This is an optimization exercise on Yosys and OpenROAD, whose aim is small area and a short achievable clock period, not a production implementation. In this exercise RTL edits were held to simulation tests only and were not proved equivalent to the original. Power is estimated from default activity; no workload was simulated.

==> flow/design.v <==
`timescale 1ns / 1ps
module filter(
    clock,
    reset,
    Data_In,
    Data_Out
    );
    input clock,
          reset;
    input  [7:0] Data_In;
    output [16:0] Data_Out;
    reg  [7:0] x1;
    reg  [7:0] x2;
    reg  [7:0] x3;
    reg  [7:0] x4;
    reg  [7:0] x5;
    reg  [7:0] x6;
    reg  [7:0] x7;
    reg  [7:0] x8;
    reg  [7:0] x9;
    reg  [7:0] x10;
    reg  [7:0] x11;
    reg  [7:0] x12;
    reg  [7:0] x13;
    reg  [7:0] x14;
    reg  [7:0] x15;
    reg  [7:0] x16;
    reg  [7:0] x17;
    reg  [7:0] x18;
    reg  [7:0] x19;
    reg  [7:0] x20;
    reg  [7:0] x21;
    reg  [7:0] x22;
    reg  [7:0] x23;
    reg  [7:0] x24;
    reg  [7:0] x25;
    reg  [7:0] x26;
    reg  [7:0] x27;
    reg  [7:0] x28;
    reg  [7:0] x29;
    reg  [7:0] x30;
    reg  [4:0] age;      
    reg  [16:0] S;       
    always @(posedge clock) begin
        x1 <= reset ? 8'd0 : Data_In;
        x2 <= x1;
        x3 <= x2;
        x4 <= x3;
        x5 <= x4;
        x6 <= x5;
        x7 <= x6;
        x8 <= x7;
        x9 <= (reset || age < 5'd8) ? 8'd0 : x8;
        x10 <= reset ? 8'd0 : x9;
        x11 <= reset ? 8'd0 : x10;
        x12 <= reset ? 8'd0 : x11;
        x13 <= reset ? 8'd0 : x12;
        x14 <= reset ? 8'd0 : x13;
        x15 <= reset ? 8'd0 : x14;
        x16 <= reset ? 8'd0 : x15;
        x17 <= reset ? 8'd0 : x16;
        x18 <= reset ? 8'd0 : x17;
        x19 <= reset ? 8'd0 : x18;
        x20 <= reset ? 8'd0 : x19;
        x21 <= x20;
        x22 <= x21;
        x23 <= x22;
        x24 <= x23;
        x25 <= x24;
        x26 <= x25;
        x27 <= x26;
        x28 <= (reset || age < 5'd27) ? 8'd0 : x27;
        x29 <= reset ? 8'd0 : x28;
        x30 <= reset ? 8'd0 : x29;
        if (reset) age <= 5'd0;
        else if (age != 5'd31) age <= age + 5'd1;
    end
    wire s1;
    wire c2;
    wire s4;
    wire c5;
    wire s7;
    wire c8;
    wire s10;
    wire c11;
    wire s13;
    wire c14;
    wire s16;
    wire c17;
    wire s19;
    wire c20;
    wire s22;
    wire c23;
    wire s25;
    wire c26;
    wire s28;
    wire c29;
    wire s31;
    wire c32;
    wire s34;
    wire c35;
    wire s37;
    wire c38;
    wire s40;
    wire c41;
    wire s43;
    wire c44;
    wire s46;
    wire c47;
    wire s49;
    wire c50;
    wire s52;
    wire c53;
    wire s55;
    wire c56;
    wire s58;
    wire c59;
    wire n61;
    wire n62;
    wire n63;
    wire n64;
    wire n65;
    wire s66;
    wire c67;
    wire s69;
    wire c70;
    wire s72;
    wire c73;
    wire s75;
    wire c76;
    wire n78;
    wire n79;
    wire n80;
    wire n81;
    wire n82;
    wire s83;
    wire c84;
    wire s86;
    wire c87;
    wire s89;
    wire c90;
    wire s92;
    wire c93;
    wire s95;
    wire c96;
    wire s98;
    wire c99;
    wire s101;
    wire c102;
    wire s104;
    wire c105;
    wire s107;
    wire c108;
    wire s110;
    wire c111;
    wire s113;
    wire c114;
    wire s116;
    wire c117;
    wire s119;
    wire c120;
    wire s122;
    wire c123;
    wire s125;
    wire c126;
    wire s128;
    wire c129;
    wire s131;
    wire c132;
    wire s134;
    wire c135;
    wire s137;
    wire c138;
    wire s140;
    wire c141;
    wire s143;
    wire c144;
    wire s146;
    wire c147;
    wire s149;
    wire c150;
    wire s152;
    wire c153;
    wire s155;
    wire c156;
    wire s158;
    wire c159;
    wire s161;
    wire c162;
    wire s164;
    wire c165;
    wire s167;
    wire c168;
    wire s170;
    wire c171;
    wire s173;
    wire c174;
    wire s176;
    wire c177;
    wire s179;
    wire c180;
    wire s182;
    wire c183;
    wire s185;
    wire c186;
    wire s188;
    wire c189;
    wire s191;
    wire c192;
    wire s194;
    wire c195;
    wire s197;
    wire c198;
    wire s200;
    wire c201;
    wire s203;
    wire c204;
    wire s206;
    wire c207;
    wire s209;
    wire c210;
    wire s212;
    wire c213;
    wire s215;
    wire c216;
    wire s218;
    wire c219;
    wire s221;
    wire c222;
    wire s224;
    wire c225;
    wire s227;
    wire c228;
    wire s230;
    wire c231;
    wire s233;
    wire c234;
    wire s236;
    wire c237;
    wire s239;
    wire c240;
    wire s242;
    wire c243;
    wire s245;
    wire c246;
    wire s248;
    wire c249;
    wire s251;
    wire c252;
    wire s254;
    wire c255;
    wire s257;
    wire c258;
    wire s260;
    wire c261;
    wire s263;
    wire c264;
    wire s266;
    wire c267;
    wire s269;
    wire c270;
    wire s272;
    wire c273;
    wire s275;
    wire c276;
    wire s278;
    wire c279;
    wire s281;
    wire c282;
    wire s284;
    wire c285;
    wire s287;
    wire c288;
    wire s290;
    wire c291;
    wire s293;
    wire c294;
    wire s296;
    wire c297;
    wire s299;
    wire c300;
    wire s302;
    wire c303;
    wire s305;
    wire c306;
    wire s308;
    wire c309;
    wire s311;
    wire c312;
    wire s314;
    wire c315;
    wire s317;
    wire c318;
    wire s320;
    wire c321;
    wire s323;
    wire c324;
    wire s326;
    wire c327;
    wire s329;
    wire c330;
    wire s332;
    wire c333;
    wire s335;
    wire c336;
    wire s338;
    wire c339;
    wire s341;
    wire c342;
    wire s344;
    wire c345;
    wire s347;
    wire c348;
    wire s350;
    wire c351;
    wire s353;
    wire c354;
    wire s356;
    wire c357;
    wire s359;
    wire c360;
    wire s362;
    wire c363;
    wire s365;
    wire c366;
    wire s368;
    wire c369;
    wire s371;
    wire c372;
    wire s374;
    wire c375;
    wire s377;
    wire c378;
    wire s380;
    wire c381;
    wire s383;
    wire c384;
    wire s386;
    wire c387;
    wire s389;
    wire c390;
    wire s392;
    wire c393;
    wire s395;
    wire c396;
    wire s398;
    wire c399;
    wire s401;
    wire c402;
    wire s404;
    wire c405;
    wire s407;
    wire c408;
    wire s410;
    wire c411;
    wire s413;
    wire c414;
    wire s416;
    wire c417;
    wire s419;
    wire c420;
    wire s422;
    wire c423;
    wire s425;
    wire c426;
    wire s428;
    wire c429;
    wire s431;
    wire c432;
    wire s434;
    wire c435;
    wire s437;
    wire c438;
    wire s440;
    wire c441;
    wire s443;
    wire c444;
    wire s446;
    wire c447;
    wire s449;
    wire c450;
    wire s452;
    wire c453;
    wire s455;
    wire c456;
    wire s458;
    wire c459;
    wire s461;
    wire c462;
    wire s464;
    wire c465;
    wire s467;
    wire c468;
    wire s470;
    wire c471;
    wire s473;
    wire c474;
    wire s476;
    wire c477;
    wire s479;
    wire c480;
    wire s482;
    wire c483;
    wire s485;
    wire c486;
    wire s488;
    wire c489;
    wire s491;
    wire c492;
    wire s494;
    wire c495;
    wire s497;
    wire c498;
    wire s500;
    wire c501;
    wire s503;
    wire c504;
    wire s506;
    wire c507;
    wire s509;
    wire c510;
    wire s512;
    wire c513;
    wire s515;
    wire c516;
    wire s518;
    wire c519;
    wire s521;
    wire c522;
    wire s524;
    wire c525;
    wire s527;
    wire c528;
    wire s530;
    wire c531;
    wire s533;
    wire c534;
    wire s536;
    wire c537;
    wire s539;
    wire c540;
    wire s542;
    wire c543;
    wire s545;
    wire c546;
    wire s548;
    wire c549;
    wire s551;
    wire c552;
    wire s554;
    wire c555;
    wire s557;
    wire c558;
    wire s560;
    wire c561;
    wire s563;
    wire c564;
    wire s566;
    wire c567;
    wire s569;
    wire c570;
    wire s572;
    wire c573;
    wire s575;
    wire c576;
    wire s578;
    wire c579;
    wire s581;
    wire c582;
    wire s584;
    wire c585;
    wire s587;
    wire c588;
    wire s590;
    wire c591;
    wire s593;
    wire c594;
    wire s596;
    wire c597;
    wire s599;
    wire c600;
    wire s602;
    wire c603;
    wire s605;
    wire c606;
    wire s608;
    wire c609;
    wire s611;
    wire c612;
    wire s614;
    wire c615;
    wire s617;
    wire c618;
    wire s620;
    wire c621;
    wire s623;
    wire c624;
    wire s626;
    wire c627;
    wire s629;
    wire c630;
    wire s632;
    wire c633;
    wire s635;
    wire c636;
    wire s638;
    wire c639;
    wire s641;
    wire c642;
    wire s644;
    wire c645;
    wire s647;
    wire c648;
    wire s650;
    wire c651;
    wire s653;
    wire c654;
    wire s656;
    wire c657;
    wire s659;
    wire c660;
    wire s662;
    wire c663;
    wire s665;
    wire c666;
    wire s668;
    wire c669;
    wire s671;
    wire c672;
    wire s674;
    wire c675;
    wire s677;
    wire c678;
    wire s680;
    wire c681;
    wire s683;
    wire c684;
    fir_ha u3 (.a(x10[0]), .b(x19[0]), .s(s1), .co(c2));
    fir_fa u6 (.a(x10[1]), .b(x19[1]), .c(c2), .s(s4), .co(c5));
    fir_fa u9 (.a(x10[2]), .b(x19[2]), .c(c5), .s(s7), .co(c8));
    fir_ha u12 (.a(x10[3]), .b(x19[3]), .s(s10), .co(c11));
    fir_fa u15 (.a(x10[4]), .b(x19[4]), .c(c11), .s(s13), .co(c14));
    fir_fa u18 (.a(x10[5]), .b(x19[5]), .c(c14), .s(s16), .co(c17));
    fir_ha u21 (.a(x10[6]), .b(x19[6]), .s(s19), .co(c20));
    fir_fa u24 (.a(x10[7]), .b(x19[7]), .c(c20), .s(s22), .co(c23));
    fir_ha u27 (.a(x11[0]), .b(x18[0]), .s(s25), .co(c26));
    fir_fa u30 (.a(x11[1]), .b(x18[1]), .c(c26), .s(s28), .co(c29));
    fir_fa u33 (.a(x11[2]), .b(x18[2]), .c(c29), .s(s31), .co(c32));
    fir_ha u36 (.a(x11[3]), .b(x18[3]), .s(s34), .co(c35));
    fir_fa u39 (.a(x11[4]), .b(x18[4]), .c(c35), .s(s37), .co(c38));
    fir_fa u42 (.a(x11[5]), .b(x18[5]), .c(c38), .s(s40), .co(c41));
    fir_ha u45 (.a(x11[6]), .b(x18[6]), .s(s43), .co(c44));
    fir_fa u48 (.a(x11[7]), .b(x18[7]), .c(c44), .s(s46), .co(c47));
    fir_ha u51 (.a(x12[0]), .b(x17[0]), .s(s49), .co(c50));
    fir_fa u54 (.a(x12[1]), .b(x17[1]), .c(c50), .s(s52), .co(c53));
    fir_fa u57 (.a(x12[2]), .b(x17[2]), .c(c53), .s(s55), .co(c56));
    fir_fa u60 (.a(x12[3]), .b(x17[3]), .c(c56), .s(s58), .co(c59));
    assign n61 = ~s49;
    assign n62 = ~s52;
    assign n63 = ~s55;
    assign n64 = ~s58;
    assign n65 = ~c59;
    fir_ha u68 (.a(x12[4]), .b(x17[4]), .s(s66), .co(c67));
    fir_fa u71 (.a(x12[5]), .b(x17[5]), .c(c67), .s(s69), .co(c70));
    fir_fa u74 (.a(x12[6]), .b(x17[6]), .c(c70), .s(s72), .co(c73));
    fir_fa u77 (.a(x12[7]), .b(x17[7]), .c(c73), .s(s75), .co(c76));
    assign n78 = ~s66;
    assign n79 = ~s69;
    assign n80 = ~s72;
    assign n81 = ~s75;
    assign n82 = ~c76;
    fir_ha u85 (.a(x13[0]), .b(x16[0]), .s(s83), .co(c84));
    fir_fa u88 (.a(x13[1]), .b(x16[1]), .c(c84), .s(s86), .co(c87));
    fir_fa u91 (.a(x13[2]), .b(x16[2]), .c(c87), .s(s89), .co(c90));
    fir_fa u94 (.a(x13[3]), .b(x16[3]), .c(c90), .s(s92), .co(c93));
    fir_ha u97 (.a(x13[4]), .b(x16[4]), .s(s95), .co(c96));
    fir_fa u100 (.a(x13[5]), .b(x16[5]), .c(c96), .s(s98), .co(c99));
    fir_fa u103 (.a(x13[6]), .b(x16[6]), .c(c99), .s(s101), .co(c102));
    fir_fa u106 (.a(x13[7]), .b(x16[7]), .c(c102), .s(s104), .co(c105));
    fir_ha u109 (.a(x14[0]), .b(x15[0]), .s(s107), .co(c108));
    fir_fa u112 (.a(x14[1]), .b(x15[1]), .c(c108), .s(s110), .co(c111));
    fir_fa u115 (.a(x14[2]), .b(x15[2]), .c(c111), .s(s113), .co(c114));
    fir_fa u118 (.a(x14[3]), .b(x15[3]), .c(c114), .s(s116), .co(c117));
    fir_ha u121 (.a(x14[4]), .b(x15[4]), .s(s119), .co(c120));
    fir_fa u124 (.a(x14[5]), .b(x15[5]), .c(c120), .s(s122), .co(c123));
    fir_fa u127 (.a(x14[6]), .b(x15[6]), .c(c123), .s(s125), .co(c126));
    fir_fa u130 (.a(x14[7]), .b(x15[7]), .c(c126), .s(s128), .co(c129));
    fir_fa u133 (.a(x1[0]), .b(x28[0]), .c(x30[0]), .s(s131), .co(c132));
    fir_fa u136 (.a(s25), .b(s83), .c(s107), .s(s134), .co(c135));
    fir_fa1 u139 (.a(x1[1]), .b(x28[1]), .s(s137), .co(c138));
    fir_fa u142 (.a(x29[0]), .b(x30[1]), .c(x30[0]), .s(s140), .co(c141));
    fir_fa u145 (.a(n61), .b(c132), .c(s137), .s(s143), .co(c144));
    fir_fa u148 (.a(s140), .b(s28), .c(s86), .s(s146), .co(c147));
    fir_fa u151 (.a(s110), .b(c135), .c(s143), .s(s149), .co(c150));
    fir_fa u154 (.a(s146), .b(s149), .c(Data_In[0]), .s(s152), .co(c153));
    fir_fa u157 (.a(x1[2]), .b(x9[0]), .c(x20[0]), .s(s155), .co(c156));
    fir_fa u160 (.a(x28[2]), .b(x29[1]), .c(x30[2]), .s(s158), .co(c159));
    fir_fa u163 (.a(x30[1]), .b(s1), .c(s25), .s(s161), .co(c162));
    fir_fa u166 (.a(s83), .b(c138), .c(c141), .s(s164), .co(c165));
    fir_fa u169 (.a(s155), .b(s158), .c(s161), .s(s167), .co(c168));
    fir_fa u172 (.a(n62), .b(c144), .c(s164), .s(s170), .co(c171));
    fir_fa u175 (.a(c147), .b(s31), .c(s89), .s(s173), .co(c174));
    fir_fa u178 (.a(s113), .b(s167), .c(c150), .s(s176), .co(c177));
    fir_fa u181 (.a(s170), .b(s173), .c(s176), .s(s179), .co(c180));
    fir_fa u184 (.a(s179), .b(Data_In[1]), .c(c153), .s(s182), .co(c183));
    fir_fa u187 (.a(x1[3]), .b(x9[1]), .c(x20[1]), .s(s185), .co(c186));
    fir_fa u190 (.a(x28[3]), .b(x29[2]), .c(x30[3]), .s(s188), .co(c189));
    fir_fa u193 (.a(x30[2]), .b(s1), .c(s34), .s(s191), .co(c192));
    fir_fa u196 (.a(s107), .b(c156), .c(c159), .s(s194), .co(c195));
    fir_fa u199 (.a(s185), .b(s188), .c(s4), .s(s197), .co(c198));
    fir_fa u202 (.a(s28), .b(s86), .c(c162), .s(s200), .co(c201));
    fir_fa u205 (.a(s191), .b(c165), .c(s194), .s(s203), .co(c204));
    fir_fa u208 (.a(c32), .b(s197), .c(s200), .s(s206), .co(c207));
    fir_fa u211 (.a(c168), .b(n63), .c(c171), .s(s209), .co(c210));
    fir_fa u214 (.a(s203), .b(s92), .c(s116), .s(s212), .co(c213));
    fir_fa u217 (.a(c174), .b(s206), .c(c177), .s(s215), .co(c216));
    fir_fa u220 (.a(s209), .b(s212), .c(c180), .s(s218), .co(c219));
    fir_fa u223 (.a(s215), .b(Data_In[2]), .c(s218), .s(s221), .co(c222));
    fir_fa u226 (.a(x1[4]), .b(x9[2]), .c(x20[2]), .s(s224), .co(c225));
    fir_fa u229 (.a(x28[4]), .b(x29[3]), .c(x30[4]), .s(s227), .co(c228));
    fir_fa u232 (.a(x30[3]), .b(s25), .c(s95), .s(s230), .co(c231));
    fir_fa u235 (.a(s119), .b(c186), .c(c189), .s(s233), .co(c234));
    fir_fa u238 (.a(s224), .b(s227), .c(s4), .s(s236), .co(c237));
    fir_fa u241 (.a(s37), .b(s110), .c(c192), .s(s239), .co(c240));
    fir_fa u244 (.a(s230), .b(c195), .c(s233), .s(s242), .co(c243));
    fir_fa u247 (.a(c198), .b(c201), .c(s7), .s(s245), .co(c246));
    fir_fa u250 (.a(s31), .b(s89), .c(s236), .s(s248), .co(c249));
    fir_fa u253 (.a(s239), .b(c204), .c(s242), .s(s251), .co(c252));
    fir_fa u256 (.a(c93), .b(c117), .c(c207), .s(s254), .co(c255));
    fir_fa u259 (.a(s245), .b(n64), .c(s248), .s(s257), .co(c258));
    fir_fa u262 (.a(c210), .b(s251), .c(c213), .s(s260), .co(c261));
    fir_fa u265 (.a(s254), .b(s257), .c(c216), .s(s263), .co(c264));
    fir_fa u268 (.a(s260), .b(Data_In[3]), .c(c219), .s(s266), .co(c267));
    fir_fa u271 (.a(s263), .b(c222), .c(s266), .s(s269), .co(c270));
    fir_fa1 u274 (.a(x1[5]), .b(x9[3]), .s(s272), .co(c273));
    fir_fa u277 (.a(x20[3]), .b(x28[5]), .c(x29[4]), .s(s275), .co(c276));
    fir_fa u280 (.a(x30[5]), .b(x30[4]), .c(s10), .s(s278), .co(c279));
    fir_fa u283 (.a(s34), .b(s49), .c(s83), .s(s281), .co(c282));
    fir_fa u286 (.a(s107), .b(n78), .c(c225), .s(s284), .co(c285));
    fir_fa u289 (.a(c228), .b(s272), .c(s275), .s(s287), .co(c288));
    fir_fa u292 (.a(s28), .b(s98), .c(s122), .s(s290), .co(c291));
    fir_fa u295 (.a(c231), .b(s278), .c(s281), .s(s293), .co(c294));
    fir_fa u298 (.a(c234), .b(s284), .c(s287), .s(s296), .co(c297));
    fir_fa u301 (.a(c8), .b(c32), .c(c237), .s(s299), .co(c300));
    fir_fa u304 (.a(c240), .b(s7), .c(s40), .s(s302), .co(c303));
    fir_fa u307 (.a(s113), .b(s290), .c(s293), .s(s305), .co(c306));
    fir_fa u310 (.a(c243), .b(s296), .c(s92), .s(s308), .co(c309));
    fir_fa u313 (.a(c246), .b(s299), .c(n65), .s(s311), .co(c312));
    fir_fa u316 (.a(c249), .b(s302), .c(s305), .s(s314), .co(c315));
    fir_fa u319 (.a(c252), .b(c255), .c(s308), .s(s317), .co(c318));
    fir_fa u322 (.a(c258), .b(s311), .c(s314), .s(s320), .co(c321));
    fir_fa u325 (.a(c261), .b(s317), .c(Data_In[4]), .s(s323), .co(c324));
    fir_fa u328 (.a(c264), .b(s320), .c(s323), .s(s326), .co(c327));
    fir_fa u331 (.a(c267), .b(s326), .c(c270), .s(s329), .co(c330));
    fir_fa1 u334 (.a(x1[6]), .b(x9[4]), .s(s332), .co(c333));
    fir_fa u337 (.a(x20[4]), .b(x28[6]), .c(x29[5]), .s(s335), .co(c336));
    fir_fa u340 (.a(x30[6]), .b(x30[5]), .c(s10), .s(s338), .co(c339));
    fir_fa u343 (.a(s43), .b(s95), .c(c273), .s(s341), .co(c342));
    fir_fa u346 (.a(c276), .b(s332), .c(s335), .s(s344), .co(c345));
    fir_fa u349 (.a(s13), .b(s37), .c(s52), .s(s347), .co(c348));
    fir_fa u352 (.a(s86), .b(s110), .c(c279), .s(s350), .co(c351));
    fir_fa u355 (.a(c282), .b(s338), .c(n79), .s(s353), .co(c354));
    fir_fa u358 (.a(c285), .b(c288), .c(s341), .s(s356), .co(c357));
    fir_fa u361 (.a(s344), .b(c8), .c(c41), .s(s359), .co(c360));
    fir_fa u364 (.a(c291), .b(s31), .c(s101), .s(s362), .co(c363));
    fir_fa u367 (.a(s125), .b(s347), .c(s350), .s(s365), .co(c366));
    fir_fa u370 (.a(c294), .b(s353), .c(c297), .s(s368), .co(c369));
    fir_fa u373 (.a(s356), .b(c93), .c(c300), .s(s371), .co(c372));
    fir_fa u376 (.a(s116), .b(s359), .c(c303), .s(s374), .co(c375));
    fir_fa u379 (.a(s362), .b(c306), .c(s365), .s(s377), .co(c378));
    fir_fa u382 (.a(s368), .b(c309), .c(c312), .s(s380), .co(c381));
    fir_fa u385 (.a(s371), .b(s374), .c(c315), .s(s383), .co(c384));
    fir_fa u388 (.a(s377), .b(c318), .c(s380), .s(s386), .co(c387));
    fir_fa u391 (.a(Data_In[5]), .b(c321), .c(s383), .s(s389), .co(c390));
    fir_fa u394 (.a(c324), .b(s386), .c(s389), .s(s392), .co(c393));
    fir_fa u397 (.a(c327), .b(s392), .c(c330), .s(s395), .co(c396));
    fir_fa1 u400 (.a(x1[7]), .b(x9[5]), .s(s398), .co(c399));
    fir_fa u403 (.a(x20[5]), .b(x28[7]), .c(x29[6]), .s(s401), .co(c402));
    fir_fa u406 (.a(x30[7]), .b(x30[6]), .c(s34), .s(s404), .co(c405));
    fir_fa u409 (.a(s119), .b(c333), .c(c336), .s(s407), .co(c408));
    fir_fa u412 (.a(s398), .b(s401), .c(s13), .s(s410), .co(c411));
    fir_fa u415 (.a(s46), .b(s98), .c(c339), .s(s413), .co(c414));
    fir_fa u418 (.a(s404), .b(c342), .c(c345), .s(s416), .co(c417));
    fir_fa u421 (.a(s407), .b(c32), .c(c348), .s(s419), .co(c420));
    fir_fa u424 (.a(c351), .b(s16), .c(s40), .s(s422), .co(c423));
    fir_fa u427 (.a(s55), .b(s89), .c(s113), .s(s425), .co(c426));
    fir_fa u430 (.a(s410), .b(s413), .c(c354), .s(s428), .co(c429));
    fir_fa u433 (.a(n80), .b(c357), .c(s416), .s(s431), .co(c432));
    fir_fa u436 (.a(c117), .b(c360), .c(s104), .s(s434), .co(c435));
    fir_fa u439 (.a(s128), .b(c363), .c(s419), .s(s437), .co(c438));
    fir_fa u442 (.a(c366), .b(s422), .c(s425), .s(s440), .co(c441));
    fir_fa u445 (.a(s428), .b(c369), .c(s431), .s(s443), .co(c444));
    fir_fa u448 (.a(c372), .b(c375), .c(s434), .s(s446), .co(c447));
    fir_fa u451 (.a(c378), .b(s437), .c(s440), .s(s449), .co(c450));
    fir_fa u454 (.a(s443), .b(c381), .c(s446), .s(s452), .co(c453));
    fir_fa u457 (.a(Data_In[6]), .b(c384), .c(s449), .s(s455), .co(c456));
    fir_fa u460 (.a(c387), .b(s452), .c(c390), .s(s458), .co(c459));
    fir_fa u463 (.a(s455), .b(c393), .c(s458), .s(s461), .co(c462));
    fir_fa1 u466 (.a(x9[6]), .b(x20[6]), .s(s464), .co(c465));
    fir_fa u469 (.a(x29[7]), .b(x30[7]), .c(s19), .s(s467), .co(c468));
    fir_fa u472 (.a(s43), .b(c399), .c(c402), .s(s470), .co(c471));
    fir_fa u475 (.a(s464), .b(c47), .c(s37), .s(s473), .co(c474));
    fir_fa u478 (.a(s122), .b(c405), .c(s467), .s(s476), .co(c477));
    fir_fa u481 (.a(c408), .b(s470), .c(c17), .s(s479), .co(c480));
    fir_fa u484 (.a(c41), .b(c411), .c(c414), .s(s482), .co(c483));
    fir_fa u487 (.a(s16), .b(s101), .c(s473), .s(s485), .co(c486));
    fir_fa u490 (.a(s476), .b(c417), .c(c105), .s(s488), .co(c489));
    fir_fa u493 (.a(c129), .b(c420), .c(s58), .s(s491), .co(c492));
    fir_fa u496 (.a(s92), .b(s116), .c(s479), .s(s494), .co(c495));
    fir_fa u499 (.a(c423), .b(c426), .c(s482), .s(s497), .co(c498));
    fir_fa u502 (.a(n81), .b(c429), .c(s485), .s(s500), .co(c501));
    fir_fa u505 (.a(c432), .b(c435), .c(s488), .s(s503), .co(c504));
    fir_fa u508 (.a(c438), .b(c441), .c(s491), .s(s506), .co(c507));
    fir_fa u511 (.a(s494), .b(s497), .c(s500), .s(s509), .co(c510));
    fir_fa u514 (.a(c444), .b(c447), .c(s503), .s(s512), .co(c513));
    fir_fa u517 (.a(c450), .b(s506), .c(Data_In[7]), .s(s515), .co(c516));
    fir_fa u520 (.a(s509), .b(c453), .c(s512), .s(s518), .co(c519));
    fir_fa u523 (.a(c456), .b(s515), .c(s518), .s(s521), .co(c522));
    fir_fa u526 (.a(c459), .b(s521), .c(c462), .s(s524), .co(c525));
    fir_fa1 u529 (.a(x9[7]), .b(x20[7]), .s(s527), .co(c528));
    fir_fa u532 (.a(s19), .b(s66), .c(s95), .s(s530), .co(c531));
    fir_fa u535 (.a(s119), .b(c465), .c(s527), .s(s533), .co(c534));
    fir_fa u538 (.a(s22), .b(s46), .c(c468), .s(s536), .co(c537));
    fir_fa u541 (.a(s530), .b(c471), .c(s533), .s(s539), .co(c540));
    fir_fa u544 (.a(c17), .b(c474), .c(s40), .s(s542), .co(c543));
    fir_fa u547 (.a(s125), .b(s536), .c(c477), .s(s545), .co(c546));
    fir_fa u550 (.a(s539), .b(c59), .c(c93), .s(s548), .co(c549));
    fir_fa u553 (.a(c117), .b(c480), .c(c483), .s(s551), .co(c552));
    fir_fa u556 (.a(s104), .b(n82), .c(c486), .s(s554), .co(c555));
    fir_fa u559 (.a(s542), .b(s545), .c(c489), .s(s557), .co(c558));
    fir_fa u562 (.a(c492), .b(c495), .c(s548), .s(s560), .co(c561));
    fir_fa u565 (.a(c498), .b(s551), .c(c501), .s(s563), .co(c564));
    fir_fa u568 (.a(s554), .b(c504), .c(s557), .s(s566), .co(c567));
    fir_fa u571 (.a(c507), .b(s560), .c(c510), .s(s569), .co(c570));
    fir_fa u574 (.a(s563), .b(c513), .c(s566), .s(s572), .co(c573));
    fir_fa u577 (.a(c516), .b(s569), .c(c519), .s(s575), .co(c576));
    fir_fa u580 (.a(s572), .b(c522), .c(s575), .s(s578), .co(c579));
    fir_fa u583 (.a(s43), .b(c528), .c(c23), .s(s581), .co(c582));
    fir_fa u586 (.a(c47), .b(s22), .c(s69), .s(s584), .co(c585));
    fir_fa u589 (.a(s98), .b(s122), .c(c531), .s(s587), .co(c588));
    fir_fa u592 (.a(c534), .b(c41), .c(c537), .s(s590), .co(c591));
    fir_fa u595 (.a(s581), .b(s584), .c(s587), .s(s593), .co(c594));
    fir_fa u598 (.a(c540), .b(c105), .c(s128), .s(s596), .co(c597));
    fir_fa u601 (.a(c543), .b(s590), .c(c546), .s(s599), .co(c600));
    fir_fa u604 (.a(s593), .b(c549), .c(c552), .s(s602), .co(c603));
    fir_fa u607 (.a(c555), .b(s596), .c(s599), .s(s605), .co(c606));
    fir_fa u610 (.a(c558), .b(c561), .c(s602), .s(s608), .co(c609));
    fir_fa u613 (.a(c564), .b(s605), .c(c567), .s(s611), .co(c612));
    fir_fa u616 (.a(s608), .b(c570), .c(c573), .s(s614), .co(c615));
    fir_fa u619 (.a(s611), .b(s614), .c(c576), .s(s617), .co(c618));
    fir_fa1 u622 (.a(c23), .b(s46), .s(s620), .co(c621));
    fir_fa u625 (.a(c582), .b(c585), .c(c588), .s(s623), .co(c624));
    fir_fa u628 (.a(s72), .b(s101), .c(s125), .s(s626), .co(c627));
    fir_fa u631 (.a(s620), .b(c129), .c(c591), .s(s629), .co(c630));
    fir_fa u634 (.a(s623), .b(c594), .c(s626), .s(s632), .co(c633));
    fir_fa u637 (.a(c597), .b(c600), .c(s629), .s(s635), .co(c636));
    fir_fa u640 (.a(s632), .b(c603), .c(c606), .s(s638), .co(c639));
    fir_fa u643 (.a(s635), .b(c609), .c(s638), .s(s641), .co(c642));
    fir_fa u646 (.a(c612), .b(s641), .c(c615), .s(s644), .co(c645));
    fir_fa1 u649 (.a(c47), .b(c621), .s(s647), .co(c648));
    fir_fa u652 (.a(c624), .b(s75), .c(s104), .s(s650), .co(c651));
    fir_fa u655 (.a(s128), .b(c627), .c(s647), .s(s653), .co(c654));
    fir_fa u658 (.a(c630), .b(c633), .c(s650), .s(s656), .co(c657));
    fir_fa u661 (.a(s653), .b(c636), .c(s656), .s(s659), .co(c660));
    fir_fa u664 (.a(c639), .b(s659), .c(c642), .s(s662), .co(c663));
    fir_fa1 u667 (.a(c76), .b(c105), .s(s665), .co(c666));
    fir_fa u670 (.a(c129), .b(c648), .c(c651), .s(s668), .co(c669));
    fir_fa u673 (.a(s665), .b(c654), .c(c657), .s(s671), .co(c672));
    fir_fa u676 (.a(s668), .b(c660), .c(s671), .s(s674), .co(c675));
    fir_fa1 u679 (.a(c666), .b(c669), .s(s677), .co(c678));
    fir_fa u682 (.a(c672), .b(s677), .c(c675), .s(s680), .co(c681));
    fir_fa1 u685 (.a(c678), .b(c681), .s(s683), .co(c684));
    wire [16:0] rowA = {1'b1, s683, s680, c663, c645, c618, c579, c525, s524, c396, s395, s329, s269, c183, s182, s152, s131};
    wire [16:0] rowB = {c684, 1'b0, 1'b0, s674, s662, s644, s617, s578, 1'b0, s461, 1'b0, 1'b0, 1'b0, s221, 1'b0, 1'b0, s134};
    wire [16:0] S_next = rowA + rowB;
    always @(posedge clock) begin
        if (reset) S <= 17'd0;
        else       S <= S_next;
    end
    wire [9:0] oa, ob, og, op;
    wire [7:1] oe;
    fir_xor2 u_a0 (.a(S[0]), .b(Data_In[0]), .y(oa[0]));
    fir_pg1 u_pg1 (.s1(S[1]), .s0(S[0]), .d1(Data_In[1]), .d0(Data_In[0]), .p(op[1]), .g(og[1]));
    fir_pg u_pg2 (.s1(S[2]), .s0(S[1]), .d2(Data_In[2]), .d1(Data_In[1]), .d0(Data_In[0]), .p(op[2]), .g(og[2]));
    fir_pg u_pg3 (.s1(S[3]), .s0(S[2]), .d2(Data_In[3]), .d1(Data_In[2]), .d0(Data_In[1]), .p(op[3]), .g(og[3]));
    fir_pg u_pg4 (.s1(S[4]), .s0(S[3]), .d2(Data_In[4]), .d1(Data_In[3]), .d0(Data_In[2]), .p(op[4]), .g(og[4]));
    fir_pg u_pg5 (.s1(S[5]), .s0(S[4]), .d2(Data_In[5]), .d1(Data_In[4]), .d0(Data_In[3]), .p(op[5]), .g(og[5]));
    fir_pg u_pg6 (.s1(S[6]), .s0(S[5]), .d2(Data_In[6]), .d1(Data_In[5]), .d0(Data_In[4]), .p(op[6]), .g(og[6]));
    fir_pg u_pg7 (.s1(S[7]), .s0(S[6]), .d2(Data_In[7]), .d1(Data_In[6]), .d0(Data_In[5]), .p(op[7]), .g(og[7]));
    fir_pg8 u_pg8 (.s1(S[8]), .s0(S[7]), .d1(Data_In[7]), .d0(Data_In[6]), .p(op[8]), .g(og[8]));
    fir_pg9 u_pg9 (.s1(S[9]), .s0(S[8]), .d0(Data_In[7]), .p(op[9]), .g(og[9]));
    wire G0_2;
    fir_ao21 u_G0_2 (.a(og[2]), .b(op[2]), .c(og[1]), .y(G0_2));
    wire G0_4;
    fir_ao21 u_G0_4 (.a(og[4]), .b(op[4]), .c(og[3]), .y(G0_4));
    wire P0_4;
    fir_and2 u_P0_4 (.a(op[4]), .b(op[3]), .y(P0_4));
    wire G0_6;
    fir_ao21 u_G0_6 (.a(og[6]), .b(op[6]), .c(og[5]), .y(G0_6));
    wire P0_6;
    fir_and2 u_P0_6 (.a(op[6]), .b(op[5]), .y(P0_6));
    wire G0_8;
    fir_ao21 u_G0_8 (.a(og[8]), .b(op[8]), .c(og[7]), .y(G0_8));
    wire P0_8;
    fir_and2 u_P0_8 (.a(op[8]), .b(op[7]), .y(P0_8));
    wire G1_3;
    fir_ao21 u_G1_3 (.a(og[3]), .b(op[3]), .c(G0_2), .y(G1_3));
    wire G1_4;
    fir_ao21 u_G1_4 (.a(G0_4), .b(P0_4), .c(G0_2), .y(G1_4));
    wire G1_7;
    fir_ao21 u_G1_7 (.a(og[7]), .b(op[7]), .c(G0_6), .y(G1_7));
    wire P1_7;
    fir_and2 u_P1_7 (.a(op[7]), .b(P0_6), .y(P1_7));
    wire G1_8;
    fir_ao21 u_G1_8 (.a(G0_8), .b(P0_8), .c(G0_6), .y(G1_8));
    wire P1_8;
    fir_and2 u_P1_8 (.a(P0_8), .b(P0_6), .y(P1_8));
    wire G2_5;
    fir_ao21 u_G2_5 (.a(og[5]), .b(op[5]), .c(G1_4), .y(G2_5));
    wire G2_6;
    fir_ao21 u_G2_6 (.a(G0_6), .b(P0_6), .c(G1_4), .y(G2_6));
    wire G2_7;
    fir_ao21 u_G2_7 (.a(G1_7), .b(P1_7), .c(G1_4), .y(G2_7));
    wire G2_8;
    fir_ao21 u_G2_8 (.a(G1_8), .b(P1_8), .c(G1_4), .y(G2_8));
    wire G3_9;
    fir_ao21 u_G3_9 (.a(og[9]), .b(op[9]), .c(G2_8), .y(G3_9));
    wire [10:1] cy;   
    assign cy[1] = 1'b0;
    assign cy[2] = og[1];
    assign cy[3] = G0_2;
    assign cy[4] = G1_3;
    assign cy[5] = G1_4;
    assign cy[6] = G2_5;
    assign cy[7] = G2_6;
    assign cy[8] = G2_7;
    assign cy[9] = G2_8;
    assign cy[10] = G3_9;
    assign Data_Out[0] = oa[0];
    assign Data_Out[1] = op[1];
    fir_xor2 u_y2 (.a(op[2]), .b(cy[2]), .y(Data_Out[2]));
    fir_xor2 u_y3 (.a(op[3]), .b(cy[3]), .y(Data_Out[3]));
    fir_xor2 u_y4 (.a(op[4]), .b(cy[4]), .y(Data_Out[4]));
    fir_xor2 u_y5 (.a(op[5]), .b(cy[5]), .y(Data_Out[5]));
    fir_xor2 u_y6 (.a(op[6]), .b(cy[6]), .y(Data_Out[6]));
    fir_xor2 u_y7 (.a(op[7]), .b(cy[7]), .y(Data_Out[7]));
    fir_xor2 u_y8 (.a(op[8]), .b(cy[8]), .y(Data_Out[8]));
    fir_xor2 u_y9 (.a(op[9]), .b(cy[9]), .y(Data_Out[9]));
    wire [6:0] hi_inc = S[16:10] + 7'd1;
    fir_mux2 u_y10 (.a(S[10]), .b(hi_inc[0]), .s(cy[10]), .y(Data_Out[10]));
    fir_mux2 u_y11 (.a(S[11]), .b(hi_inc[1]), .s(cy[10]), .y(Data_Out[11]));
    fir_mux2 u_y12 (.a(S[12]), .b(hi_inc[2]), .s(cy[10]), .y(Data_Out[12]));
    fir_mux2 u_y13 (.a(S[13]), .b(hi_inc[3]), .s(cy[10]), .y(Data_Out[13]));
    fir_mux2 u_y14 (.a(S[14]), .b(hi_inc[4]), .s(cy[10]), .y(Data_Out[14]));
    fir_mux2 u_y15 (.a(S[15]), .b(hi_inc[5]), .s(cy[10]), .y(Data_Out[15]));
    fir_mux2 u_y16 (.a(S[16]), .b(hi_inc[6]), .s(cy[10]), .y(Data_Out[16]));
endmodule
module fir_pg(input s1, input s0, input d2, input d1, input d0, output p, output g);
    wire a = s1 ^ d2 ^ d1;
    wire b = (s0 & d1) | (s0 & d0) | (d1 & d0);
    assign p = a ^ b;
    assign g = a & b;
endmodule
module fir_pg1(input s1, input s0, input d1, input d0, output p, output g);
    wire a = s1 ^ d1 ^ d0;
    wire b = s0 & d0;
    assign p = a ^ b;
    assign g = a & b;
endmodule
module fir_pg8(input s1, input s0, input d1, input d0, output p, output g);
    wire a = s1 ^ d1;
    wire b = (s0 & d1) | (s0 & d0) | (d1 & d0);
    assign p = a ^ b;
    assign g = a & b;
endmodule
module fir_pg9(input s1, input s0, input d0, output p, output g);
    wire b = s0 & d0;
    assign p = s1 ^ b;
    assign g = s1 & b;
endmodule
module fir_xor2(input a, input b, output y);
    assign y = a ^ b;
endmodule
module fir_and2(input a, input b, output y);
    assign y = a & b;
endmodule
module fir_ao21(input a, input b, input c, output y);
    assign y = a | (b & c);
endmodule
module fir_mux2(input a, input b, input s, output y);
    assign y = s ? b : a;
endmodule
module fir_fa1(input a, input b, output s, output co);
    assign s = ~(a ^ b);
    assign co = a | b;
endmodule
module fir_fa(input a, input b, input c, output s, output co);
    assign s = a ^ b ^ c;
    assign co = (a & b) | (a & c) | (b & c);
endmodule
module fir_ha(input a, input b, output s, output co);
    assign s = a ^ b;
    assign co = a & b;
endmodule
==> flow/flow/run.sh <==
#!/bin/bash
# The standard layout (standard.sh) with four changes:
#  - synthesis runs flow/synth.tcl: synth_recipe.tcl, except that adder cells
#    are not extracted inside the output adder's small modules;
#  - the port buffers are sky130_fd_sc_hd__buf_2 cells;
#  - timing repair aims for more setup slack than config.mk may ask for;
#  - clock tree synthesis uses clkbuf_16 clusters of up to 30 sinks and
#    inserts no dummy loads.
# Logs: standard.log here; ORFS's own logs under orfs/logs.
set -euo pipefail
export SETUP_SLACK_MARGIN=5.62
export CTS_ARGS="-sink_clustering_enable -repair_clock_nets -dont_use_dummy_load -sink_clustering_size 30 -sink_clustering_max_diameter 80 -buf_list sky130_fd_sc_hd__clkbuf_16"
export BUFFER_PORTS_ARGS="-buffer_cell sky130_fd_sc_hd__buf_2"
sed "s#SYNTH_SCRIPT=[^ ]*#SYNTH_SCRIPT=$PWD/flow/synth.tcl#" standard.sh > own_standard.sh
grep -q "SYNTH_SCRIPT=$PWD/flow/synth.tcl" own_standard.sh
bash own_standard.sh > standard.log 2>&1
==> flow/flow/synth.tcl <==
# synth_recipe.tcl (the standard synthesis), except that full and half adder
# cells are extracted only in filter, fir_fa and fir_ha: the one-cell modules,
# of the output adder and its fir_pg* modules are left to ABC as they are.
proc synth {args} { yosys synth -nofsm -noshare {*}$args }
proc extract_fa {args} { yosys extract_fa {*}$args filter fir_fa fir_ha }
source $::env(SCRIPTS_DIR)/synth.tcl
# left out here: clear keep_hierarchy, flatten, clean up, hide names made inside functions, write 1_2_yosys.v
==> flow/standard.sh <==
#!/bin/bash
# synth_recipe.tcl (not shown) runs the flow's synth.tcl, then flattens the netlist and writes it again
# the make line also repeats each setting of config.mk as NAME=value (left out here)
make -C /OpenROAD-flow-scripts/flow DESIGN_CONFIG=/design/flow/config.mk WORK_HOME=/design/flow/orfs CLKGATE_MAP_FILE= SYNTH_SCRIPT=/design/flow/synth_recipe.tcl "${@:-finish}"
==> flow/config.mk <==
export PLATFORM = sky130hd
export DESIGN_NAME = filter
export DESIGN_NICKNAME = filter
export VERILOG_FILES = /design/flow/design.v
export SDC_FILE = /design/flow/constraint.sdc
export NUM_CORES = 4
export LEC_CHECK = 0
export ABC_CLOCK_PERIOD_IN_PS = 3000
export CAP_MARGIN = 20
export CORE_MARGIN = 2
export CORE_UTILIZATION = 75
export PLACE_DENSITY = 0.85
export SLEW_MARGIN = 20
export SYNTH_HIERARCHICAL = 1
==> flow/constraint.sdc <==
create_clock -name core_clock -period 12.5 [get_ports {clock}]
set_input_delay 2.5000 -clock core_clock [delete_from_list [all_inputs] [get_ports {clock}]]
set_output_delay 2.5000 -clock core_clock [all_outputs]
set_load 0.01 [all_outputs]
==> results of run 1 <==
power by group:
part / switching [W] / total, W / internal (W) / leakage (nW)
Sequential: 0.0000255 / 0.000884 / 0.000859 / 2.13
Clock: 0.000245 / 0.000432 / 0.000188 / 0.160
Combinational: 0.000177 / 0.000355 / 0.000178 / 3.62
cell families (layout without fill, tap and decap cells):
| kind of cell | count (synthesis) | after routing | synth area share |
|---|---|---|---|
| flip-flops | 262 | 262 | 0.432 |
| adder cells (fa/ha/maj) | 226 | 226 | 0.358 |
| AND/OR/NAND/NOR | 220 | 220 | 0.109 |
| AO/OA/AOI/OAI | 57 | 57 | 0.0361 |
| XOR/XNOR | 52 | 52 | 0.0412 |
| buffers and inverters | 29 | 62 | 0.00958 |
| multiplexers | 14 | 14 | 0.0148 |
per-module statistics from Yosys, one instance, submodules excluded, a selection:
| module | flops+latches | cell area [µm²] |
|---|---|---|
| fir_pg9 | 0 | 20.0 |
| fir_xor2 | 0 | 8.76 |
| fir_fa1 | 0 | 15.0 |
| fir_ha | 0 | 12.5 |
| fir_ao21 | 0 | 7.51 |
| fir_fa | 0 | 20.0 |
layout by cell type (no fill, tap or decap), drive strengths merged, types with 2 or more instances in the layout:
cell    synthesis  layout
a211oi          2       2
a21o           16      16
a21oi           3       3
and2           22      22
and3            5       5
buf             2      36
clkbuf         15      14
dfxtp         262     262
fa            202     202
ha             24      24
inv            12      12
mux2           11      11
mux2i           3       3
nand2           4       4
nand2b          8       8
nand3           8       8
nand3b          7       7
nand4           3       3
nor2           21      21
nor2b         120     120
nor3            5       5
o211ai          7       7
o21ai          18      18
or2            11      11
xnor2          34      34
xor2           18      18
area by class of cell:
cell class	count	area, µm²
clock buffers	13	325
multi-input cells	569	6930
inverters	12	45.0
fillers	791	2720
flip-flops and latches	262	5250
repair buffers	37	299
well taps	216	270
metrics by stage:
| stage | instance area, µm² | total power, W | hold slack [ps] | utilization | instances |
|---|---|---|---|---|---|
| after floorplan | 12100 | 0.00112 | 310 | - | 860 |
| after global placement | 12500 | 0.00118 | 311 | 0.789 | 1086 |
| after detailed placement | 12500 | 0.00120 | 312 | 0.789 | 1086 |
| after CTS | 12900 | 0.00163 | 335 | 0.814 | 1103 |
| after global routing | 13100 | 0.00174 | 340 | 0.828 | 1109 |
| final | 13100 | 0.00167 | 328 | 0.828 | 1109 |
critical path: cells and delay by family:
family,cells,cell delay (ps)
compound gates,6,1070
buf+inv,2,270
mux,1,310
xor+xnor,1,170
timing repair:
action                                  in CTS  in global routing
endpoints found under the setup margin       7                 10
gates cloned                                 0                  0
hold buffers                                 0                  0
hold endpoints to repair                     0                  0
resized for setup                           11                 33
setup buffers                                4                  6
pin swaps                                    8                 11
worst paths after layout:
path | endpoint | start | depth (start not counted) | slack (ps)
min | x27[7] | x26[7] | 0 | 330
max reg2reg | S[14] | x13[0] | 15 | 5900
max | Data_Out[15] | Data_In[2] | 10 | 5670
min reg2reg | x27[7] | x26[7] | 0 | 330
layer usage:
layer,vias to the layer above,track usage,share of wire
li1,2804,-,-
met1,3345,0.368,0.40
met2,137,0.505,0.54
met3,59,0.0324,0.032
met4,0,0.0815,0.030
met5,-,0,0
==> metrics.md, run 1 <==
| Metric | Value |
|---|---|
| Status | timing/DRC/antenna clean |
| Synth cell types | 50 |
| Top post-synthesis cells by area | dfxtp_1, fa_1, nor2b_1, ha_1, xnor2_1 |
| Final net count | 1131 |
| Die W | 131 µm |
| CORE AREA | 0.0158 mm² |
| Dpl ws | 5350 ps |
| Register area share after synthesis | 0.432 |
| Ys flop type | dfxtp_1 |
| Die Y-Extent | 131 µm |
| Crit path required time | 10000 ps |
| Avg Inst Size Synth | 14.1 µm² |
| Share of the synthesized area in the top cell type | 0.432 |
| Leak pwr | 5.91 nW |
| Gp weighted congestion | 0.866 |
| Starting Density | 0.767 |
| Worst-Margin Slew | 916 ps |
| Final TNS setup | 0 ps |
| Max Clock Freq | 146 MHz |
| DRC Markers | 0 |
| DP HPWL | 17200 µm |
| Min setup slack post-route | 5670 ps |
| Routed wire length | 23100 µm |
| Max stage delay cell, worst path | mux2_4 |
| Slew margin rel. | 0.385 |
| Post-synth EDFFs | 0 |
| CTS sink cnt | 262 |
| Clk_skew | 42.9 ps |
| Ys Warns | 7 |
| Leading area contributor after synthesis | dfxtp_1 |
| Largest reg by FF count | S |
| Crit path launch type | input pin |
| Count leader, synth | dfxtp_1 |
| Max-slew violation count | 0 |
| CTS Buffer Depth | 3 |
| Syn Nets | 1096 |
| Number of global-route vias before repair | 7268 |
| Area added between synthesis and finish | 7.99% |
| Area of the die | 0.0172 mm² |
| Asr flop ratio synth | 0 |
| Setup crit end kind | output pin |
| CTS tree | built |
| ANT cells | 0 |
| 1st-iter DRT viols | 301 |
| Tot GR Track Use | 0.282 |
| Synthesized flop and latch total | 262 |
| Crit Path Max Fanout | 9 |
| WS Path Type | in -> out |
| Via Count | 6345 |
| Boundary pin count | 27 |
| Critical Path Max Stage Delay | 310 ps |
| Power density cells | 128 mW/mm² |
| Vias per cell | 5.72 |
| Hold Vio Cnt, Final | 0 |
| Remaining antenna violation count | 0 |
| Peak VDD IR | 0.116 mV |
| CTS Buf Count | 13 |
| Maxcap violations | 0 |
| Final Cycle Share | 0.547 |
| Synth top cells by count | dfxtp_1, fa_1, nor2b_1 |
| WP data arrival | 4330 ps |
| Gr ovfl total | 0 |
| WL per Instance | 20.8 µm |
| Hold WC Path Type | reg -> reg |
| # port buffers | 26 |
| Unrepaired setup endpoints after global routing | true |
| Final setup violation count | 0 |
| Root buffer cell | clkbuf_16 |
| Antenna violations before repair | 0 |
| Skew-Pair Late Insertion Delay | 480 ps |
| CTS H-tree depth | 1 |
| Rows | 46 |
| Clock slew at reported path FFs | 100 ps |
| Min Clock Period, post-route | 6830 ps |
| TritonRoute pass-1 iters | 4 |
| First-pass GRT wire length | 37500 µm |
| Worst-path cell chain | buf_4 > xnor2_2 > o211ai_1 > o21ai_1 > a21o_1 > a21o_4 > a21o_1 > a21o_4 > mux2_4 > buf_6 |
| Max reg flops | 17 |
| Synthesized area | 0.0121 mm² |
| Layout cells sized above 1 | 0.102 |
| Post-Synthesis Cells | 860 |
| Pin count of the biggest net entering global routing | 88 |
==> run 2: changes to the inputs <==
--- a/flow/flow/run.sh
+++ b/flow/flow/run.sh
@@ -9,5 +9,5 @@
 # Logs: standard.log here; ORFS's own logs under orfs/logs.
 set -euo pipefail
-export SETUP_SLACK_MARGIN=5.62
+export SETUP_SLACK_MARGIN=5.5
 export CTS_ARGS="-sink_clustering_enable -repair_clock_nets -dont_use_dummy_load -sink_clustering_size 30 -sink_clustering_max_diameter 80 -buf_list sky130_fd_sc_hd__clkbuf_16"
 export BUFFER_PORTS_ARGS="-buffer_cell sky130_fd_sc_hd__buf_2"
--- a/flow/config.mk
+++ b/flow/config.mk
@@ -9,6 +9,6 @@
 export CAP_MARGIN = 20
 export CORE_MARGIN = 2
-export CORE_UTILIZATION = 75
-export PLACE_DENSITY = 0.85
+export CORE_UTILIZATION = 85
+export PLACE_DENSITY = 0.93
 export SLEW_MARGIN = 20
 export SYNTH_HIERARCHICAL = 1
==> run 2 against run 1 <==
  * The flow now stops in 5_1_grt
  * Synthesized cell count unchanged
  * Area after synthesis unchanged
==> metrics.md, run 2 <==
| Metric | Value |
|---|---|
| Status | stopped before the end (was timing/DRC/antenna clean) |
| Stage reached | 5_1_grt |
| Stop err | [ERROR GRT-0232] Routing congestion too high. Check the congestion heatmap in the GUI. |
| Die W | 124 µm (was 131 µm) |
| Boundary pin count | 27 (unchanged) |
| Gp weighted congestion | 0.928 (was 0.866) |
| Tot GR Track Use | 0.605 |
| DP HPWL | 21600 µm (was 17200 µm) |
| Share of the synthesized area in the top cell type | 0.432 (unchanged) |
| Count leader, synth | dfxtp_1 (unchanged) |
| Top post-synthesis cells by area | dfxtp_1, fa_1, nor2b_1, ha_1, xnor2_1 (unchanged) |
| Syn Nets | 1096 (unchanged) |
| Register area share after synthesis | 0.432 (unchanged) |
| Synthesized area | 0.0121 mm² (unchanged) |
| Leading area contributor after synthesis | dfxtp_1 (unchanged) |
| CTS Hold Bufs | 0 (unchanged) |
| Ys flop type | dfxtp_1 (unchanged) |
| Ys Warns | 7 (unchanged) |
| CTS sink cnt | 262 (unchanged) |
| Root buffer cell | clkbuf_16 (unchanged) |
| CTS Buffer Depth | 3 (unchanged) |
| Asr flop ratio synth | 0 (unchanged) |
| CTS H-tree depth | 1 (unchanged) |
| Worst_ep grt | S[15]$_SDFF_PP0_/D |
| Gr ovfl total | 91 |
| Synth cell types | 50 (unchanged) |
| Pin count of the biggest net entering global routing | 85 |
| Starting Density | 0.871 (was 0.767) |
| Avg Inst Size Synth | 14.1 µm² (unchanged) |
| Worst ep type | register data pin |
| Post-synth EDFFs | 0 (unchanged) |
| Rows | 43 (was 46) |
| Die Y-Extent | 124 µm (was 131 µm) |
| CTS Buf Count | 13 (unchanged) |
| Post-CTS Setup Inserts | 0 (was 4) |
| Synth top cells by count | dfxtp_1, fa_1, nor2b_1 (unchanged) |
| Synthesized flop and latch total | 262 (unchanged) |
| # port buffers | 26 (unchanged) |
| Post-Synthesis Cells | 860 (unchanged) |
-- run 2: routing by layer --
layer / overflow / global-route usage
met2: 49 / 0.870
met1: 0 / 0.603
met3: 0 / 0.319
met5: 0 / 0.0139
met4: 42 / 0.623
-- run 2: timing repair --
action | CTS
endpoints found under the setup margin | 8
gates resized for setup | 8
pin swaps | 0
-- run 2: worst max-delay path by stage --
stage	to	from	slack, ps
2_1_floorplan	Data_Out[10]	Data_In[0]	5920
3_3_place_gp	Data_Out[16]	Data_In[3]	5460
3_5_place_dp	Data_Out[14]	Data_In[3]	5240
4_1_cts	Data_Out[14]	Data_In[2]	5480
-- run 2: Yosys stat by module (local to each module, per instance) --
module	cell area, µm²	cells inside	copies in the design	flip-flops and latches
fir_ha	12.5	1	12	0
fir_mux2	15.0	1	7	0
fir_pg	60.1	7	6	0
fir_fa	20.0	1	202	0
fir_pg9	20.0	3	1	0
fir_xor2	8.76	1	9	0
filter	7010	535	1	262
fir_fa1	15.0	2	11	0
fir_pg1	30.0	4	1	0
fir_pg8	46.3	6	1	0
fir_and2	6.26	1	5	0
fir_ao21	7.51	1	13	0
-- run 2: per-stage QoR --
stage / worst slack (ps) / util / instances / instance area [µm²]
2_1_floorplan: 5920 / - / 860 / 12100
3_3_place_gp: 5460 / 0.892 / 1050 / 12400
3_5_place_dp: 5240 / 0.892 / 1050 / 12400
4_1_cts: 5480 / 0.918 / 1063 / 12800
-- run 2: logic make-up after synthesis --
| logic type | Yosys count | synth area share |
|---|---|---|
| AND/OR/NAND/NOR | 220 | 0.109 |
| adder cells (fa/ha/maj) | 226 | 0.358 |
| XOR/XNOR | 52 | 0.0412 |
| buffers and inverters | 29 | 0.00958 |
| flip-flops | 262 | 0.432 |
| multiplexers | 14 | 0.0148 |
| AO/OA/AOI/OAI | 57 | 0.0361 |
-- run 2: power by group through the flow --
stage / logic [W] / clock network (W) / registers (W)
2_1_floorplan: 0.000224 / 0 / 0.000894
3_3_place_gp: 0.000282 / 0 / 0.000899
3_5_place_dp: 0.000309 / 0 / 0.000902
4_1_cts: 0.000329 / 0.000437 / 0.000885

-- separate check: timing with driven ports --
The results above use ideal ports. As a check the final layout listed here was re-extracted and re-timed, cells and wires unchanged.
Step 1 assumes that a clkbuf_16 drives the clock port and a buf_2 every other input.
Step 2 moves the port delays by t, midway between the first and last clock arrival at a register: inputs arrive t later, outputs are due t later. That takes back most of the time a late clock gives input paths.
a / b / c = ideal / step 1 / step 2; a / b = the first two.
run: run 1
t (ns): 0.506
setup WS [ns]: 5.667 / 5.628 / 5.628
latest minus earliest clock arrival (ns): 0.043 / 0.043
After both steps setup and hold are still met in run 1. For run 1, drivers alone change the setup slack by -0.039 ns; drivers and shift together by -0.039 ns.
